What follows belongs to an exercise in optimizing a design on an open flow for small area; a production flow would make more cautious choices. Function was checked by simulation only, so behaviour that the tests miss may differ from the original.

==> run M <==
// goertzel
module goertzel
#(
	parameter [31:0] bin_coeff = 32'd16413441
)
(
    input clk,
    input reset,
    input advance_in,
    input logic signed [23:0] input_sig,
    output logic signed [63:0] power,
    output logic advance
);
==> flow/config.mk <==
export PLATFORM = sky130hd
export DESIGN_NAME = goertzel
export DESIGN_NICKNAME = goertzel
export VERILOG_FILES = /design/flow/design.v
export SDC_FILE = /design/flow/constraint.sdc
export NUM_CORES = 4
export LEC_CHECK = 0
export CAP_MARGIN = 20
export CORE_MARGIN = 2
export CORE_UTILIZATION = 35
export SLEW_MARGIN = 20
==> flow/constraint.sdc <==
create_clock -name core_clock -period 40.0 [get_ports {clk}]
set_input_delay 8.0000 -clock core_clock [delete_from_list [all_inputs] [get_ports {clk}]]
set_output_delay 8.0000 -clock core_clock [all_outputs]
set_load 0.01 [all_outputs]
standard.sh (not shown) runs the stock make flow with config.mk's settings and CLKGATE_MAP_FILE= SYNTH_SCRIPT=/design/flow/synth_recipe.tcl, a recipe that flattens the netlist after the stock synthesis.
==> flow/flow/run.sh <==
#!/bin/bash
# The standard layout, except that the input and output ports are buffered
# with the smallest buffer cell (buf_1) instead of the default clkdlybuf4s50_1.
set -e
cp standard.sh flow_standard_copy.sh.txt
export BUFFER_PORTS_ARGS="-buffer_cell sky130_fd_sc_hd__buf_1"
bash standard.sh > standard.log 2>&1
==> inputs of run Y, as changes to run M <==
--- a/flow/design.v
+++ b/flow/design.v
@@ -46,15 +46,13 @@
 logic a_v2, a_r;                              
 logic [3:0] sl;
 always_comb begin
     m_c = 1'b0; m_nc = 1'b0; m_v1 = 1'b0; m_v2 = 1'b0;
     first = 1'b0; c_first = 1'b0; sl = '0;
     op_sub = 1'b0; op_add = 1'b0; op_h = 1'b0; a_v2 = 1'b0; a_r = 1'b0;
-    if (upd_pulse) begin
-        op_sub = 1'b1; a_v2 = 1'b1;
-    end else begin
+    begin : sched
         for (int i = 1; i <= CS; i++)
             if (st == 5'(i)) begin
                 m_c = 1'b1; sl = 4'(CS - i); first = (i == 1); c_first = (i == 1);
             end
         if (st == 5'(S_UPD)) begin
             op_add = 1'b1; op_h = 1'b1; a_v2 = 1'b1;
@@ -74,12 +72,15 @@
         for (int i = S_QC0; i <= S_QC1; i++)
             if (st == 5'(i) && mode == 2) begin
                 m_nc = 1'b1; sl = 4'(S_QC1 - i); first = (i == S_QC0);
             end
         if (st == 5'(S_FIN) && mode == 2) begin
             op_h = 1'b1; op_add = 1'b1; a_r = 1'b1;
+        end
+        if (!(m_c | m_nc | m_v1 | m_v2 | op_h)) begin
+            op_sub = 1'b1; a_v2 = 1'b1;
         end
     end
 end
 logic [K:0]      bf;                          
 logic [NS*K:0]   v1f, v2f;
 logic [K*CS:0]   cxf;
@@ -120,44 +121,44 @@
         logic [63:0] m;
         assign b0 = bf[2*gt];
         assign b1 = bf[2*gt+1];
         assign b2 = bf[2*gt+2];
         assign one = b1 ^ b0;
         assign two = (b2 & ~b1 & ~b0) | (~b2 & b1 & b0);
-        assign neg = b2;
+        assign neg = b2 & ~(b1 & b0);
         assign m = ({64{one}} & (A << (2*gt))) | ({64{two}} & (A << (2*gt+1)));
         assign pp[gt] = (m ^ {64{neg}}) & ({64{1'b1}} << (2*gt));
         assign pneg[gt] = neg;
     end
 endgenerate
-logic [63:0] cs_s [0:ND];
-logic [63:0] cs_c [0:ND];
-assign cs_s[0] = acc_in;
-assign cs_c[0] = {59'd0, pneg[2], 1'b0, pneg[1], 1'b0, pneg[0]};
+logic [63:0] acc_x, pp1x, s1, c1, s2, c2;
+assign acc_x = acc_in | {59'd0, pneg[2], 1'b0, pneg[1], 2'b0};
+assign pp1x  = pp[1] | {63'd0, pneg[0]};
+assign c1[0] = 1'b0;
+assign c2[0] = 1'b0;
 generate
-    for (gt = 0; gt < ND; gt++) begin : g_row
-        for (gc = 0; gc < 64; gc++) begin : g_col
-            logic a0, a1, a2;
-            assign a0 = cs_s[gt][gc];
-            assign a1 = cs_c[gt][gc];
-            assign a2 = pp[gt][gc];
-            assign cs_s[gt+1][gc] = a0 ^ a1 ^ a2;
-            if (gc < 63) assign cs_c[gt+1][gc+1] = (a0 & a1) | (a2 & (a0 ^ a1));
-        end
-        assign cs_c[gt+1][0] = 1'b0;
+    for (gc = 0; gc < 64; gc++) begin : g_csa
+        logic a0, a1, a2, b0, b1, b2;
+        assign a0 = acc_x[gc];
+        assign a1 = pp[0][gc];
+        assign a2 = pp1x[gc];
+        assign s1[gc] = a0 ^ a1 ^ a2;
+        if (gc < 63) assign c1[gc+1] = (a0 & a1) | (a2 & (a0 ^ a1));
+        assign b0 = s1[gc];
+        assign b1 = c1[gc];
+        assign b2 = pp[2][gc];
+        assign s2[gc] = b0 ^ b1 ^ b2;
+        if (gc < 63) assign c2[gc+1] = (b0 & b1) | (b2 & (b0 ^ b1));
     end
 endgenerate
 logic [64:0] rc;
 assign rc[0] = op_h & r;
 generate
     for (gc = 0; gc < 64; gc++) begin : g_cpa
-        logic a0, a1;
-        assign a0 = cs_s[ND][gc];
-        assign a1 = cs_c[ND][gc];
-        assign H_next[gc] = a0 ^ a1 ^ rc[gc];
-        assign rc[gc+1] = (a0 & a1) | (rc[gc] & (a0 ^ a1));
+        assign H_next[gc] = s2[gc] ^ c2[gc] ^ rc[gc];
+        assign rc[gc+1] = (s2[gc] & c2[gc]) | (rc[gc] & (s2[gc] ^ c2[gc]));
     end
 endgenerate
 always_ff @(posedge clk) begin
     H <= H_next;
     if ((st == 5'(S_T1) && mode != 0) || (st == 5'(S_FIN) && mode == 2)) R <= H_next[PW-1:0];
     if (reset) begin
==> flow/flow/run.sh (replaced) <==
#!/bin/bash
# Layout flow: the standard flow (standard.sh) with three changes that keep
# the design, its registers and its constraints as they are:
#  1. after the standard synthesis, the combinational gates are mapped again
#     by ABC with an area-oriented script (remap.ys, remap.abc); the
#     flip-flops, full/half adders and tie cells stay as the standard
#     synthesis made them;
#  2. the input and output ports are buffered with buf_1 cells;
#  3. clock tree synthesis uses the buffers below and no dummy loads.
# Each tool's output goes to a log file of its own in this folder.
set -euo pipefail
here=$PWD
res=$here/orfs/results/sky130hd/goertzel/base
yosys_bin=/OpenROAD-flow-scripts/tools/install/yosys/bin/yosys

bash standard.sh synth > flow_1_synth.log 2>&1
cp "$res/1_2_yosys.v" "$here/std_1_2_yosys.v"
sed -e "s#@LIB@#$FLOW_HOME/platforms/sky130hd/lib/sky130_fd_sc_hd__tt_025C_1v80.lib#g" \
    -e "s#@IN@#$here/std_1_2_yosys.v#g" \
    -e "s#@OUT@#$res/1_2_yosys.v#g" \
    -e "s#@TMP@#$here/remap_tmp.v#g" -e "s#@ABC@#$here/flow/remap.abc#g" flow/remap.ys > remap_run.ys
"$yosys_bin" -s remap_run.ys > flow_2_remap.log 2>&1
rm -f "$res/1_synth.odb" "$res/1_synth.sdc"

export BUFFER_PORTS_ARGS="-buffer_cell sky130_fd_sc_hd__buf_1"
export CTS_ARGS="-sink_clustering_enable -repair_clock_nets -dont_use_dummy_load -buf_list sky130_fd_sc_hd__clkbuf_8 -sink_clustering_size 16 -sink_clustering_max_diameter 60"
bash standard.sh > flow_3_layout.log 2>&1
==> flow/flow/remap.abc (new file) <==
&get -n
&st
&deepsyn -T 60
&dch
&nf -R 1000
&put
topo
==> flow/flow/remap.ys (new file) <==
# Map the combinational gates of the standard synthesis again, for area.
# The flip-flops, full/half adders and tie cells are kept as they are.
read_liberty -ignore_miss_func @LIB@
blackbox sky130_fd_sc_hd__*df* sky130_fd_sc_hd__fa_* sky130_fd_sc_hd__ha_* sky130_fd_sc_hd__conb_*
read_verilog @IN@
hierarchy -check -top goertzel
flatten
opt -purge
abc -liberty @LIB@ -dont_use sky130_fd_sc_hd__probe* -dont_use sky130_fd_sc_hd__lpflow* -dont_use sky130_fd_sc_hd__clkdly* -dont_use sky130_fd_sc_hd__dlygate* -dont_use sky130_fd_sc_hd__dlymetal* -script @ABC@
opt_clean -purge
write_verilog -noattr -selected @TMP@
design -reset
read_liberty -lib @LIB@
read_verilog @TMP@
hierarchy -check -top goertzel
hilomap -singleton -hicell sky130_fd_sc_hd__conb_1 HI -locell sky130_fd_sc_hd__conb_1 LO
insbuf -buf sky130_fd_sc_hd__buf_4 A X
splitnets
opt_clean -purge
check -assert -mapped
tee -o remap_stat.txt stat -liberty @LIB@
write_verilog -noattr -nohex -nodec @OUT@
==> flow/config.mk (replaced) <==
export PLATFORM = sky130hd
export DESIGN_NAME = goertzel
export DESIGN_NICKNAME = goertzel
export VERILOG_FILES = /design/flow/design.v
export SDC_FILE = /design/flow/constraint.sdc
export NUM_CORES = 4
export LEC_CHECK = 0
export CAP_MARGIN = 5
export CORE_MARGIN = 2
export CORE_UTILIZATION = 50
export SLEW_MARGIN = 5
==> inputs of run Z, as changes to run M <==
--- a/flow/design.v
+++ b/flow/design.v
@@ -46,15 +46,13 @@
 logic a_v2, a_r;                              
 logic [3:0] sl;
 always_comb begin
     m_c = 1'b0; m_nc = 1'b0; m_v1 = 1'b0; m_v2 = 1'b0;
     first = 1'b0; c_first = 1'b0; sl = '0;
     op_sub = 1'b0; op_add = 1'b0; op_h = 1'b0; a_v2 = 1'b0; a_r = 1'b0;
-    if (upd_pulse) begin
-        op_sub = 1'b1; a_v2 = 1'b1;
-    end else begin
+    begin : sched
         for (int i = 1; i <= CS; i++)
             if (st == 5'(i)) begin
                 m_c = 1'b1; sl = 4'(CS - i); first = (i == 1); c_first = (i == 1);
             end
         if (st == 5'(S_UPD)) begin
             op_add = 1'b1; op_h = 1'b1; a_v2 = 1'b1;
@@ -74,12 +72,15 @@
         for (int i = S_QC0; i <= S_QC1; i++)
             if (st == 5'(i) && mode == 2) begin
                 m_nc = 1'b1; sl = 4'(S_QC1 - i); first = (i == S_QC0);
             end
         if (st == 5'(S_FIN) && mode == 2) begin
             op_h = 1'b1; op_add = 1'b1; a_r = 1'b1;
+        end
+        if (!(m_c | m_nc | m_v1 | m_v2 | op_h)) begin
+            op_sub = 1'b1; a_v2 = 1'b1;
         end
     end
 end
 logic [K:0]      bf;                          
 logic [NS*K:0]   v1f, v2f;
 logic [K*CS:0]   cxf;
==> flow/flow/run.sh (replaced) <==
#!/bin/bash
# Layout flow: the standard flow (standard.sh) with three changes that keep
# the design, its registers and its constraints as they are:
#  1. after the standard synthesis, the combinational gates are mapped again
#     by ABC with an area-oriented script (remap.ys, remap.abc); the
#     flip-flops, full/half adders and tie cells stay as the standard
#     synthesis made them;
#  2. the input and output ports are buffered with buf_1 cells;
#  3. clock tree synthesis uses the buffers below and no dummy loads.
# Each tool's output goes to a log file of its own in this folder.
set -euo pipefail
here=$PWD
res=$here/orfs/results/sky130hd/goertzel/base
yosys_bin=/OpenROAD-flow-scripts/tools/install/yosys/bin/yosys

bash standard.sh synth > flow_1_synth.log 2>&1
cp "$res/1_2_yosys.v" "$here/std_1_2_yosys.v"
sed -e "s#@LIB@#$FLOW_HOME/platforms/sky130hd/lib/sky130_fd_sc_hd__tt_025C_1v80.lib#g" \
    -e "s#@IN@#$here/std_1_2_yosys.v#g" \
    -e "s#@OUT@#$res/1_2_yosys.v#g" \
    -e "s#@TMP@#$here/remap_tmp.v#g" -e "s#@ABC@#$here/flow/remap.abc#g" flow/remap.ys > remap_run.ys
"$yosys_bin" -s remap_run.ys > flow_2_remap.log 2>&1
rm -f "$res/1_synth.odb" "$res/1_synth.sdc"

export BUFFER_PORTS_ARGS="-buffer_cell sky130_fd_sc_hd__buf_1"
export CTS_ARGS="-sink_clustering_enable -repair_clock_nets -dont_use_dummy_load -buf_list sky130_fd_sc_hd__clkbuf_8 -sink_clustering_size 16 -sink_clustering_max_diameter 60"
bash standard.sh > flow_3_layout.log 2>&1
==> flow/flow/remap.abc (new file) <==
&get -n
&st
&deepsyn -T 60
&dch
&nf -R 1000
&put
topo
==> flow/flow/remap.ys (new file) <==
# Map the combinational gates of the standard synthesis again, for area.
# The flip-flops, full/half adders and tie cells are kept as they are.
read_liberty -ignore_miss_func @LIB@
blackbox sky130_fd_sc_hd__*df* sky130_fd_sc_hd__fa_* sky130_fd_sc_hd__ha_* sky130_fd_sc_hd__conb_*
read_verilog @IN@
hierarchy -check -top goertzel
flatten
opt -purge
abc -liberty @LIB@ -dont_use sky130_fd_sc_hd__probe* -dont_use sky130_fd_sc_hd__lpflow* -dont_use sky130_fd_sc_hd__clkdly* -dont_use sky130_fd_sc_hd__dlygate* -dont_use sky130_fd_sc_hd__dlymetal* -script @ABC@
opt_clean -purge
write_verilog -noattr -selected @TMP@
design -reset
read_liberty -lib @LIB@
read_verilog @TMP@
hierarchy -check -top goertzel
hilomap -singleton -hicell sky130_fd_sc_hd__conb_1 HI -locell sky130_fd_sc_hd__conb_1 LO
insbuf -buf sky130_fd_sc_hd__buf_4 A X
splitnets
opt_clean -purge
check -assert -mapped
tee -o remap_stat.txt stat -liberty @LIB@
write_verilog -noattr -nohex -nodec @OUT@
==> flow/config.mk (replaced) <==
export PLATFORM = sky130hd
export DESIGN_NAME = goertzel
export DESIGN_NICKNAME = goertzel
export VERILOG_FILES = /design/flow/design.v
export SDC_FILE = /design/flow/constraint.sdc
export NUM_CORES = 4
export LEC_CHECK = 0
export CAP_MARGIN = 20
export CORE_MARGIN = 2
export CORE_UTILIZATION = 50
export SLEW_MARGIN = 20
==> inputs of run B, as changes to run M <==
==> flow/run.sh (new file) <==
#!/bin/bash
# synth_recipe.tcl (not shown) runs the flow's synth.tcl, then flattens the netlist and writes it again
# the make line also repeats each setting of config.mk as NAME=value (left out here)
make -C /OpenROAD-flow-scripts/flow DESIGN_CONFIG=/design/flow/config.mk WORK_HOME=/design/flow/orfs CLKGATE_MAP_FILE= SYNTH_SCRIPT=/design/flow/synth_recipe.tcl finish
removed: flow/flow/run.sh
removed: flow/standard.sh
==> run notes <==
status = finished clean
layout cells sized above 1 = 0.0495
clock root cell = clkbuf_8
GRT Util Overall = 0.353
CTS buffer count = 26
# the run above: run Y

==> run notes <==
layout cells sized above 1 = 0.0636
CTS buffer count = 28
clock root cell = clkbuf_8
status = finished clean
max reg flops = 64
# the run above: run Z

==> run notes <==
GRT Util Overall = 0.244
Max FO, Critical Path = 6
layout cells sized above 1 = 0.0775
clock root cell = clkbuf_16
CTS buffer count = 36
status = finished clean
# the run above: run B

==> run notes <==
status = finished clean
clock root cell = clkbuf_16
layout cells sized above 1 = 0.0729
port bufs = 91
Worst Path Arrival = 39230 ps
Compound-Gate Fraction of Synth Area = 0.215
GRT Util Overall = 0.239
# the run above: run M

## afterwards: timing with drivers on the ports
How much do the figures lean on ideal ports? The routed layouts below were timed once more, with nothing changed but the port constraints. Step 1 (the two cells are an assumption about what drives the block):
set clk [get_ports {clk}]
set_driving_cell -lib_cell sky130_fd_sc_hd__clkbuf_16 $clk
set_driving_cell -lib_cell sky130_fd_sc_hd__buf_2 [delete_from_list [all_inputs] $clk]
Step 2 times the ports against the registers' clock, not the clock port: input delays grow and output delays shrink by t, the midpoint of the rising clock arrivals with the driver on. Slacks: ideal ports / drivers / drivers and shift; pairs: ideal ports / drivers.
| run | t, ns | setup WS [ns] | hold WS [ns] | latest minus earliest clock arrival (ns) |
|---|---|---|---|---|
| run M | 0.600 | 1.204 / 1.231 / 0.631 | 0.452 / 0.452 / 0.452 | 0.014 / 0.014 |
| run Y | 0.657 | 3.354 / 3.379 / 2.722 | 0.450 / 0.450 / 0.450 | 0.049 / 0.048 |
| run Z | 0.666 | 3.306 / 3.339 / 2.672 | 0.458 / 0.458 / 0.458 | 0.114 / 0.115 |
| run B | 0.611 | 1.136 / 1.167 / 0.556 | 0.453 / 0.453 / 0.453 | 0.017 / 0.017 |
After both steps setup and hold are still met in every run listed. The setup slack of run Z, which loses most, moves by +0.033 ns with the drivers and by -0.634 ns with both steps.
